Source: an optimization exercise on an open RTL-to-GDS flow (aim: small area and a short achievable clock period). Production flows keep margins and buffers that such runs may drop.
Function was checked by simulation only, so behaviour that the tests miss may differ from the original.
No activity file was given, so power comes from the tool's default toggle rates.

==> design/flow/design.v <==
module mvm_proposed #(
  parameter int N = 8,
  parameter int S = 8     
)(
  input  logic             CLOCK_50,
  input  logic             reset_n,
  input  logic [S*N-1:0]   w,
  input  logic [S*N-1:0]   u,
  output logic [N-1:0]     v
);
  localparam int PAIRS = S/2;
  function automatic logic [N-1:0] sat_addN(input logic [N-1:0] a, input logic [N-1:0] b);
    logic [N:0] sum_ext;
    sum_ext = {1'b0, a} + {1'b0, b};
    sat_addN = sum_ext[N] ? {N{1'b1}} : sum_ext[N-1:0];
  endfunction
  function automatic logic [N-1:0] mux4_sel(
    input logic [N-1:0] a, input logic [N-1:0] b, input logic s0, input logic s1
  );
    logic [N:0] sum_ext;
    sum_ext = {1'b0, a} + {1'b0, b};
    case ({s1, s0})
      2'b00: mux4_sel = '0;
      2'b01: mux4_sel = a;
      2'b10: mux4_sel = b;
      default: mux4_sel = sum_ext[N] ? {N{1'b1}} : sum_ext[N-1:0];  
    endcase
  endfunction
  logic [S*N-1:0] w_r, u_r;
  always_ff @(posedge CLOCK_50) begin
    if (!reset_n) begin
      w_r <= '0;
      u_r <= '0;
    end else begin
      w_r <= w;
      u_r <= u;
    end
  end
  logic [N*N-1:0] bit_sum;    
  logic [N-1:0] acc;            
  logic [N-1:0] acc_b, sel, shifted;
  always_comb begin
    for (int b = 0; b < N; b++) begin
      acc_b = '0;
      for (int p = 0; p < PAIRS; p++) begin
        sel   = mux4_sel(u_r[2*p*N +: N], u_r[(2*p+1)*N +: N], w_r[2*p*N + b], w_r[(2*p+1)*N + b]);
        acc_b = (p == 0) ? sel : sat_addN(acc_b, sel);
      end
      bit_sum[b*N +: N] = acc_b;
    end
    acc = '0;
    for (int b = 0; b < N; b++) begin
      shifted = bit_sum[b*N +: N] << b;
      acc = sat_addN(acc, shifted);
    end
  end
  assign v = acc;
endmodule
==> design/flow/run.sh <==
#!/bin/bash
# synth_recipe.tcl (not shown) runs the flow's synth.tcl, then flattens the netlist and writes it again
# the make line also repeats each setting of config.mk as NAME=value (left out here)
make -C /OpenROAD-flow-scripts/flow DESIGN_CONFIG=/design/flow/config.mk WORK_HOME=/design/flow/orfs CLKGATE_MAP_FILE= SYNTH_SCRIPT=/design/flow/synth_recipe.tcl finish
==> design/flow/config.mk <==
export PLATFORM = sky130hd
export DESIGN_NAME = mvm_proposed
export DESIGN_NICKNAME = mvm_proposed
export VERILOG_FILES = /design/flow/design.v
export SDC_FILE = /design/flow/constraint.sdc
export NUM_CORES = 4
export LEC_CHECK = 0
export CAP_MARGIN = 20
export CORE_MARGIN = 2
export CORE_UTILIZATION = 40
export SLEW_MARGIN = 20
==> design/flow/constraint.sdc <==
create_clock -name core_clock -period 20.0 [get_ports {CLOCK_50}]
set_input_delay 4.0000 -clock core_clock [delete_from_list [all_inputs] [get_ports {CLOCK_50}]]
set_output_delay 4.0000 -clock core_clock [all_outputs]
set_load 0.01 [all_outputs]
==> metrics.yaml <==
setup_path:
  start_kind: "flop"
  cp-end-kind: "primary output"
  slowest_stage: "clkdlybuf4s50_1"
  required_ns: 16.00
  cp.arrival_ns: 15.34
  path_class: "reg -> out"
  cpPeakStageDelay_ns: 0.49
  cpMostUsedCell: "ha_1"
  path_max_fanout: 9
logic_synthesis:
  syn_area_um2: 18200
  synth_edf_count: 0
  synth.distinct_cells: 65
  netlist_instances: 2539
  synth-seq-cells: 128
  synthFlopType: "dfxtp_1"
  ys_warn_count: 1
  postSynthAreaPerCell_um2: 7.17
  ys_top_cells_by_area: "ha_1, dfxtp_1, nand2_1"
  synth-seq-area-share: 0.141
  syn-num-nets: 2950
  async_flop_share: 0
  yosysTopAreaCell: "ha_1"
  synth_top_area_frac: 0.170
clock_tree:
  cts-buffers-inserted: 17
  cts.sinks: 128
  clockBufferDepth: 2
  htree_levels: 4
  cts_tree: "built"
  clkTransAtPathRegs_ns: 0.06
  ctsRootBufferMaster: "clkbuf_16"
min_path:
  hp-class: "in -> reg"
  hold-path-cell-count: 2
grt:
  grt_max_degree: 129
  grt.total_usage: 0.295
  grt.overflow.total: 0
  first_global_vias: 18000
  grt_pass1_wl_um: 107000
  antenna_found_initial: 3
timing:
  worst_pin_slew_ns: 1.17
  final.min_clock_period_ns: 19.34
  setup_violations: 0
  hold_viol: 0
  drv_slew: 0
  min_period_over_period: 0.967
  fmax_mhz: 51.7
  max_slew_margin: 0.223
  finalWorstSetupSlack_ns: 0.656
detailed_routing:
  drtPass1Iterations: 6
  wl_per_cell_um: 22.2
  wirelength_um: 70600
  postRouteAntennaNets: 0
  drc: 0
  viasPerCell: 6.05
  vias: 19200
  drt_iter0_drc: 2101
die:
  core_um2: 45200
  ios: 138
  row_count: 78
  dieArea_um2: 47200
  initial_core_util: 0.403
  die_h_um: 217
  die_w_um: 217
place:
  dp.cells: 3135
  place_congestion: 0.982
  pre_cts_ws_ns: -0.0775
  dp_hpwl_um: 56500
  io_buffers: 137
power:
  p_leak_nw: 9.15
  ir_drop_mv: 0.348
  p_per_area_nw_per_um2: 106
outcome:
  status: "timing/DRC/antenna clean"
layout:
  areaGrowthSynthToFinish_pct: 13.3
  fin_nets: 2974
  fillCellCount: 4539
  drive_above_1_share: 0.0524
  stdcell_count: 3179
flow_run:
  maxCapViolCount: 0
==> state kept, by name (all words and copies together), names as in the netlist <==
name  count
w_r      64
u_r      64
==> power by group <==
part / internal [mW] / leakage (nW) / switching (mW)
combinational: 0.691 / 7.80 / 0.858
sequential: 0.269 / 1.07 / 0.0469
clock: 0.184 / 0.284 / 0.128
==> cell usage after synthesis, types with 8 or more instances <==
library cell / instances
nor2_2: 12
nor3_1: 75
a21oi_1: 154
nor2b_1: 53
nor2_1: 176
xor2_1: 34
a31oi_1: 27
a211oi_1: 67
buf_1: 67
nor2_4: 8
nand2b_1: 70
o221ai_1: 125
and2_1: 139
o21a_1: 34
or2_2: 11
o21ai_1: 8
a21o_1: 86
dfxtp_1: 128
o21ai_0: 231
o31ai_1: 8
ha_1: 248
xnor2_1: 36
o21bai_1: 14
clkbuf_1: 82
inv_1: 67
o2bb2ai_1: 12
a22o_1: 28
a22oi_1: 20
fa_1: 33
nand2_1: 409
==> area by class of cell <==
type | count | area (um^2) | area share
Antenna cell | 3 | 7.51 | 0.000364
Clock buffer | 17 | 425 | 0.0206
Clock inverter | 15 | 160 | 0.00777
Inverter | 67 | 251 | 0.0122
Multi-Input combinational cell | 2190 | 14900 | 0.723
Sequential cell | 128 | 2560 | 0.124
Tap cell | 600 | 751 | 0.0364
Timing Repair Buffer | 159 | 1540 | 0.0749
==> per-layer routing <==
layer,vias up,track usage,part of all wire
li1,9194,-,-
met1,9001,0.382,0.42
met2,874,0.467,0.44
met3,169,0.0539,0.081
met4,2,0.157,0.054
met5,-,0,0.00016
==> logic make-up after synthesis <==
kind of cell,synth area share
muxes,0.00179
and+or+nand+nor,0.256
buffers and inverters,0.0463
DFF,0.141
xor gates and xnor gates,0.0337
adders and majority gates,0.207
AOI/OAI and AO/OA,0.314
==> worst max-delay path: cells and delay by family, from the launching register on <==
| family | cells | cell delay (ns) |
|---|---|---|
| buffers and inverters | 6 | 1.12 |
| DFF | 1 | 0.40 |
| AOI/OAI and AO/OA | 32 | 6.58 |
| adders and majority gates | 16 | 5.10 |
| and+or+nand+nor | 12 | 1.70 |
==> through the flow <==
stage | util | hold WS (ns) | area (um^2) | setup TNS, ns | power [mW]
after floorplan | - | 4.12 | 18200 | 0 | 1.31
after global placement | 0.439 | 4.58 | 19800 | 0 | 1.74
after detailed placement | 0.439 | 4.59 | 19800 | -0.0775 | 1.77
after CTS | 0.454 | 4.09 | 20500 | 0 | 2.11
after global routing | 0.456 | 4.10 | 20600 | -0.174 | 2.35
final | 0.456 | 4.11 | 20600 | 0 | 2.18
==> layout by cell type (no fill, tap or decap), types with 13 or more instances in the layout <==
| cell | count |
|---|---|
| fa_1 | 33 |
| o221ai_1 | 124 |
| a21oi_1 | 143 |
| nor2b_1 | 53 |
| a31oi_1 | 27 |
| a21o_1 | 86 |
| buf_4 | 21 |
| a22o_1 | 28 |
| and2_1 | 139 |
| inv_1 | 67 |
| xor2_1 | 34 |
| nor2_1 | 176 |
| a22oi_1 | 20 |
| nor3_1 | 75 |
| clkbuf_16 | 17 |
| nand2_1 | 409 |
| o21bai_1 | 14 |
| clkdlybuf4s50_1 | 136 |
| ha_1 | 248 |
| nand2b_1 | 70 |
| dfxtp_1 | 126 |
| a21oi_2 | 13 |
| o21ai_0 | 229 |
| o21a_1 | 34 |
| a211oi_1 | 61 |
| xnor2_1 | 36 |
==> final timing paths <==
kind	slack, ns	startpoint	endpoint
worst min-delay path	4.11	u[28]	u_r[28]
worst max-delay path	0.66	u_r[16]	v[0]
==> timing repair <==
action                     CTS  global route
hold buffers                 0             0
buffers inserted             6             3
setup endpoints to repair    8             8
gates resized for setup      6            23
pin swaps                    3             3

## what the ideal ports hide
How much do the figures lean on ideal ports? The routed layout below was timed once more, with nothing changed but the port constraints.
Step 1 assumes that a clkbuf_16 drives the clock port and a buf_2 every other input.
Step 2 times the ports against the registers' clock, not the clock port: input delays grow and output delays shrink by t, the midpoint of the rising clock arrivals with the driver on.
Three values: ideal, step 1, step 2; two values: the first two.
t (ns): 0.510
setup WS [ns]: 0.656 / 0.601 / 1.111
worst setup path at the end: register to output
worst data-port slew with drivers (ns): 0.06
After both steps setup and hold are still met in this run. For this run, drivers alone change the setup slack by -0.055 ns; drivers and shift together by +0.455 ns.
